Source: an optimization exercise on an open RTL-to-GDS flow (aim: small area, a short achievable clock period and few clock cycles). Production flows keep margins and buffers that such runs may drop. Only simulation tests tie the RTL to the original design; equivalence was not proved. No activity file was given, so power comes from the tool's default toggle rates.

Setup of oak:
==> flow/design.v (excerpt) <==
module mips(input clk, reset,
            input  [31:0] instr_in, data_in,
            output [31:0] instr_addr, data_addr, data_out,
            output        data_rd_wr);
    parameter [31:0] pc_init = 32'h80020000;
    localparam OP_SPECIAL  = 6'b000000, OP_SPECIAL2 = 6'b011100,
               OP_J = 6'b000010, OP_JAL = 6'b000011,
               OP_BEQ = 6'b000100, OP_BNE = 6'b000101,
               OP_ADDIU = 6'b001001, OP_SLTI = 6'b001010, OP_LUI = 6'b001111,
               OP_LW = 6'b100011, OP_SW = 6'b101011;
    localparam FN_SLL = 6'b000000, FN_JR = 6'b001000,
               FN_ADDU = 6'b100001, FN_SUBU = 6'b100011, FN_MUL = 6'b000010;
    localparam MB = 104;    
    wire        stall;
    wire        id_taken;
    wire [31:0] id_target;
    reg  [31:0] f_seq, f_tgt;
    reg         f_sel, f_nsel;
    wire [31:0] pc = f_sel ? f_tgt : f_seq;
    wire [31:0] pc4 = f_nsel ? f_seq + 32'd4 : f_tgt + 32'd4;
    assign instr_addr = pc;
    reg         id_valid;
    reg  [31:0] id_instr;
    always @(posedge clk) begin
  ...
For scale: about 8200 cells after synthesis, roughly 1500 flip-flops, about 86000 µm² of cells after synthesis.
Settings: LEC_CHECK=0, CAP_MARGIN=20, CORE_MARGIN=2, CORE_UTILIZATION=40, CTS_CLUSTER_DIAMETER=120, CTS_CLUSTER_SIZE=20, PLACE_DENSITY=0.6, SETUP_SLACK_MARGIN=5, SLEW_MARGIN=60; clock period 11.0 ns.
run.sh (not shown) runs the stock make flow with config.mk's settings and CLKGATE_MAP_FILE= SYNTH_SCRIPT=/design/flow/synth_recipe.tcl, a recipe that flattens the netlist after the stock synthesis.
Testbench counts of oak, summed over its fixed seeds: cycles 101,853.
> inputs changed (oak -> pine)
--- a/flow/design.v
+++ b/flow/design.v
@@ -91,23 +91,23 @@
                 default: begin d_use_rs = 1'b1; d_use_rt = 1'b1; d_wr = 1'b1; d_dst = f_rd; end  
             endcase
             OP_SPECIAL2: if (fn == FN_MUL) begin
                 d_use_rs = 1'b1; d_use_rt = 1'b1; d_wr = 1'b1; d_dst = f_rd; d_mul = 1'b1;
             end
             default: ;
         endcase
         if (d_dst == 5'd0) d_wr = 1'b0;
     end
     reg        ex_wr, ex_load, ex_store, ex_mul, ex_sll, ex_slt, ex_cin;
     reg [4:0]  ex_dst, ex_sa;
-    reg [31:0] ex_a, ex_b, ex_sd, ex_p;
+    reg [31:0] ex_a, ex_b, ex_sd;
     reg        me_wr, me_load, me_store, me_mul;
     reg [4:0]  me_dst;
     reg [31:0] me_res, me_sd;
     reg        wb_wr;
     reg [4:0]  wb_dst;
     reg [31:0] wb_res;
     wire [31:0] alu_y, me_fwd;
     wire        alu_sum31;
     reg  [31:1] rs_oh, rt_oh;
     reg         rs_ex, rs_me, rs_wb, rt_ex, rt_me, rt_wb, rs_eq_rt;
     wire        issue = id_valid && !stall;
@@ -165,23 +165,23 @@
     wire g_use_me = (i_use_rs && g_rs_me) || (i_use_rt && g_rt_me);
     wire g_stall  = (g_use_ex && (d_load || d_mul)) ||
                     ((i_br || i_jr) && ((g_use_ex && (d_sll || i_jr)) || (ex_late && g_use_me)));
     wire s_stall  = d_branch && ex_late && (use_ex_rs || use_ex_rt);
     reg  stall_q;
     always @(posedge clk)
         if (reset) stall_q <= 1'b0;
         else       stall_q <= stall ? s_stall : g_stall;
     assign stall = stall_q;
     wire [31:0] bk     = rs_ex ? rt_v : rs_v;
     wire [31:0] kc     = (ex_a & ex_b) | ((ex_a | ex_b) & ~bk);
-    wire        eq_add = ((ex_p ^ bk) == {kc[30:0], ex_cin});
+    wire        eq_add = ((ex_a ^ ex_b ^ bk) == {kc[30:0], ex_cin});
     wire        lt     = (ex_a[31] == ex_b[31]) ? ex_a[31] : alu_sum31;
     wire        eq_slt = (bk[31:1] == 31'd0) && (bk[0] == lt);
     wire        eq_ex  = ex_slt ? eq_slt : eq_add;
     wire        br_eq  = rs_eq_rt || ((rs_ex || rt_ex) ? eq_ex : (rs_v == rt_v));
     assign id_taken  = id_valid && (d_j || d_jr || (d_beq && br_eq) || (d_bne && !br_eq));
     assign id_target = d_jr ? rs_v :
                        d_j  ? {f_seq[31:28], id_instr[25:0], 2'b00} :
                               f_seq + {simm[29:0], 2'b00};
     wire [31:0] a_const = d_j ? f_seq + 32'd4 : {f_imm, 16'd0};
     wire [31:0] a_base  = d_a_const ? a_const : d_a_rt ? rt_v : rs_v;
     wire        a_ex    = d_a_rt ? use_ex_rt : (!d_a_const && use_ex_rs);
@@ -204,23 +204,22 @@
             ex_load  <= d_load && issue;
             ex_store <= d_store && issue;
             ex_mul   <= d_mul && issue;
         end
         ex_sll <= d_sll;
         ex_slt <= d_slt;
         ex_cin <= d_inv;
         ex_dst <= d_dst;
         ex_sa  <= f_sa;
         ex_a   <= a_val;
         ex_b   <= b_val ^ {32{d_inv}};
-        ex_p   <= a_val ^ b_val ^ {32{d_inv}};
         ex_sd  <= rt_val;
     end
     wire [32:0] sum1 = {ex_a, 1'b1} + {ex_b, ex_cin};
     wire [31:0] sum  = sum1[32:1];
     assign alu_sum31 = sum[31];
     assign alu_y = ex_sll ? (ex_a << ex_sa) :
                    ex_slt ? {31'd0, lt} : sum;
     wire [MB-1:0] mul_m;
     mul_st1 mul1(.a(ex_a), .b(ex_sd), .m(mul_m));
     reg [MB-1:0] me_m;
     always @(posedge clk) begin
Findings:
- Measured against each other, pine and oak differ in half-perimeter wire length of the detailed placement result, the higher figure coming from oak.
- | power density over the cells | oak vs pine | ≈ equal |
- [compare] base=oak new=pine: design area down 1.4%; adder-cell share of the synthesized area up 0.87 points; worst hold slack down 35 ps.
- Going from oak to pine, routed length per instance grew slightly.
- | area growth from synthesis to layout | lower: pine |
- Data required time at the worst endpoint in pine vs oak: down 60 ps
- Die area: pine lower than oak
- Of pine and oak, it is pine that has the higher largest stage delay on the critical path.
- Higher part of the total power dissipated in combinational logic goes to pine over oak.
Testbench counts of pine, summed over its fixed seeds: cycles 101,853.

========
09-20:
Another version of the RTL of mips (not shown whole).
Size in the first run: ~1500 flip-flops, roughly 85000 µm² of cells after synthesis.
## mips
module mips(input clk, reset,
            input  [31:0] instr_in, data_in,
            output [31:0] instr_addr, data_addr, data_out,
            output        data_rd_wr);
    parameter [31:0] pc_init = 32'h80020000;
    localparam OP_SPECIAL  = 6'b000000, OP_SPECIAL2 = 6'b011100,
               OP_J = 6'b000010, OP_JAL = 6'b000011,
               OP_BEQ = 6'b000100, OP_BNE = 6'b000101,
               OP_ADDIU = 6'b001001, OP_SLTI = 6'b001010, OP_LUI = 6'b001111,
               OP_LW = 6'b100011, OP_SW = 6'b101011;
    localparam FN_SLL = 6'b000000, FN_JR = 6'b001000,
               FN_ADDU = 6'b100001, FN_SUBU = 6'b100011, FN_MUL = 6'b000010;
    localparam MB = 104;    
    wire        stall;
    wire        id_taken;
    wire [31:0] id_target;
    reg  [31:0] f_seq, f_tgt;
    reg         f_sel;
    wire [31:0] pc = f_sel ? f_tgt : f_seq;
    assign instr_addr = pc;
    reg         id_valid;
    reg  [31:0] id_instr;
    always @(posedge clk) begin
        if (reset) begin
            f_seq    <= pc_init;
            f_sel    <= 1'b0;
            id_valid <= 1'b0;
        end else if (!stall) begin
            f_seq    <= pc + 32'd4;
            f_sel    <= id_taken;
            id_valid <= 1'b1;
        end
        if (!stall) f_tgt <= id_target;
        if (reset || !stall) id_instr <= instr_in;
    end
    wire [5:0]  op    = id_instr[31:26];
    wire [5:0]  fn    = id_instr[5:0];
    wire [4:0]  f_rd  = id_instr[15:11];
    wire [4:0]  f_rs  = id_instr[25:21];
    wire [4:0]  f_rt  = id_instr[20:16];
    wire [4:0]  f_sa  = id_instr[10:6];
    wire [15:0] f_imm = id_instr[15:0];
    wire [31:0] simm  = {{16{f_imm[15]}}, f_imm};
  ...
==> flow/config.mk <==
export PLATFORM = sky130hd
export DESIGN_NAME = mips
export DESIGN_NICKNAME = mips
export VERILOG_FILES = /design/flow/design.v
export SDC_FILE = /design/flow/constraint.sdc
export NUM_CORES = 4
export LEC_CHECK = 0
export CAP_MARGIN = 20
export CORE_MARGIN = 2
export CORE_UTILIZATION = 40
export CTS_CLUSTER_DIAMETER = 120
export CTS_CLUSTER_SIZE = 20
export PLACE_DENSITY = 0.6
export SETUP_SLACK_MARGIN = 5
export SLEW_MARGIN = 60
==> flow/constraint.sdc <==
create_clock -name core_clock -period 11.0 [get_ports {clk}]
set_input_delay 2.2000 -clock core_clock [delete_from_list [all_inputs] [get_ports {clk}]]
set_output_delay 2.2000 -clock core_clock [all_outputs]
set_load 0.01 [all_outputs]
Testbench counts of 09-20, summed over its fixed seeds: cycles 101,853.
Relative to 09-20, the following input files were edited for 01-23:
diff --git a/flow/design.v b/flow/design.v
--- a/flow/design.v
+++ b/flow/design.v
@@ -36,23 +36,23 @@
     reg         f_sel;
     wire [31:0] pc = f_sel ? f_tgt : f_seq;
     assign instr_addr = pc;
     reg         id_valid;
     reg  [31:0] id_instr;
     always @(posedge clk) begin
         if (reset) begin
             f_seq    <= pc_init;
             f_sel    <= 1'b0;
             id_valid <= 1'b0;
         end else if (!stall) begin
-            f_seq    <= pc + 32'd4;
+            f_seq    <= f_sel ? f_tgt + 32'd4 : f_seq + 32'd4;    
             f_sel    <= id_taken;
             id_valid <= 1'b1;
         end
         if (!stall) f_tgt <= id_target;
         if (reset || !stall) id_instr <= instr_in;
     end
     wire [5:0]  op    = id_instr[31:26];
     wire [5:0]  fn    = id_instr[5:0];
     wire [4:0]  f_rd  = id_instr[15:11];
     wire [4:0]  f_rs  = id_instr[25:21];
     wire [4:0]  f_rt  = id_instr[20:16];
### Flow results
- Compared to 09-20, 01-23 has worst max-slew margin expressed relative to the limit 0.15 points higher.
- Critical path depth on 01-23 is up relative to 09-20.
- Against 09-20 as the reference, 01-23 delivers a higher final wirelength.
- In 01-23, the cell area after synthesis came out about 0.5% above the value in 09-20.
- Against 09-20, first-pass GRT wire length in 01-23 came out worse.
- In 01-23 relative to 09-20, non-clock buffer count had gone up by a few percent.
- As far as count of clock tree sinks goes, 09-20 and 01-23 are indistinguishable; the numbers are identical.
- 01-23 vs 09-20 on count of distinct cell types in the synthesized netlist: 01-23 is the lower one.
Testbench counts of 01-23, summed over its fixed seeds: cycles 101,853.

-- re-timing with driven ports --
The flow's constraints put no driver on any port. The routed layouts listed below were extracted and timed again, unchanged, in two steps.
Step 1: set_driving_cell puts a clkbuf_16 on clk and a buf_2 on each other input, an assumption about the parent block.
Step 2, shift: input delay + t, output delay - t, t = (earliest + latest rising clock arrival at the registers) / 2. This alone moves slack from input paths to output paths.
Slacks: ideal / step 1 / step 2; pairs: ideal / step 1.
| run | shift t [ns] | slack for setup (ns) | latest minus earliest clock arrival (ns) | cell pins on the clock port's net |
|---|---|---|---|---|
| oak | 0.895 | 5.352 / 5.352 / 5.352 | 0.060 / 0.059 | 1 |
| pine | 0.879 | 5.753 / 5.753 / 5.753 | 0.049 / 0.048 | 1 |
| 09-20 | 0.911 | 6.059 / 5.946 / 6.131 | 0.060 / 0.060 | 1 |
| 01-23 | 0.888 | 5.516 / 5.516 / 5.516 | 0.085 / 0.086 | 1 |
After both steps setup and hold are still met in every run listed.
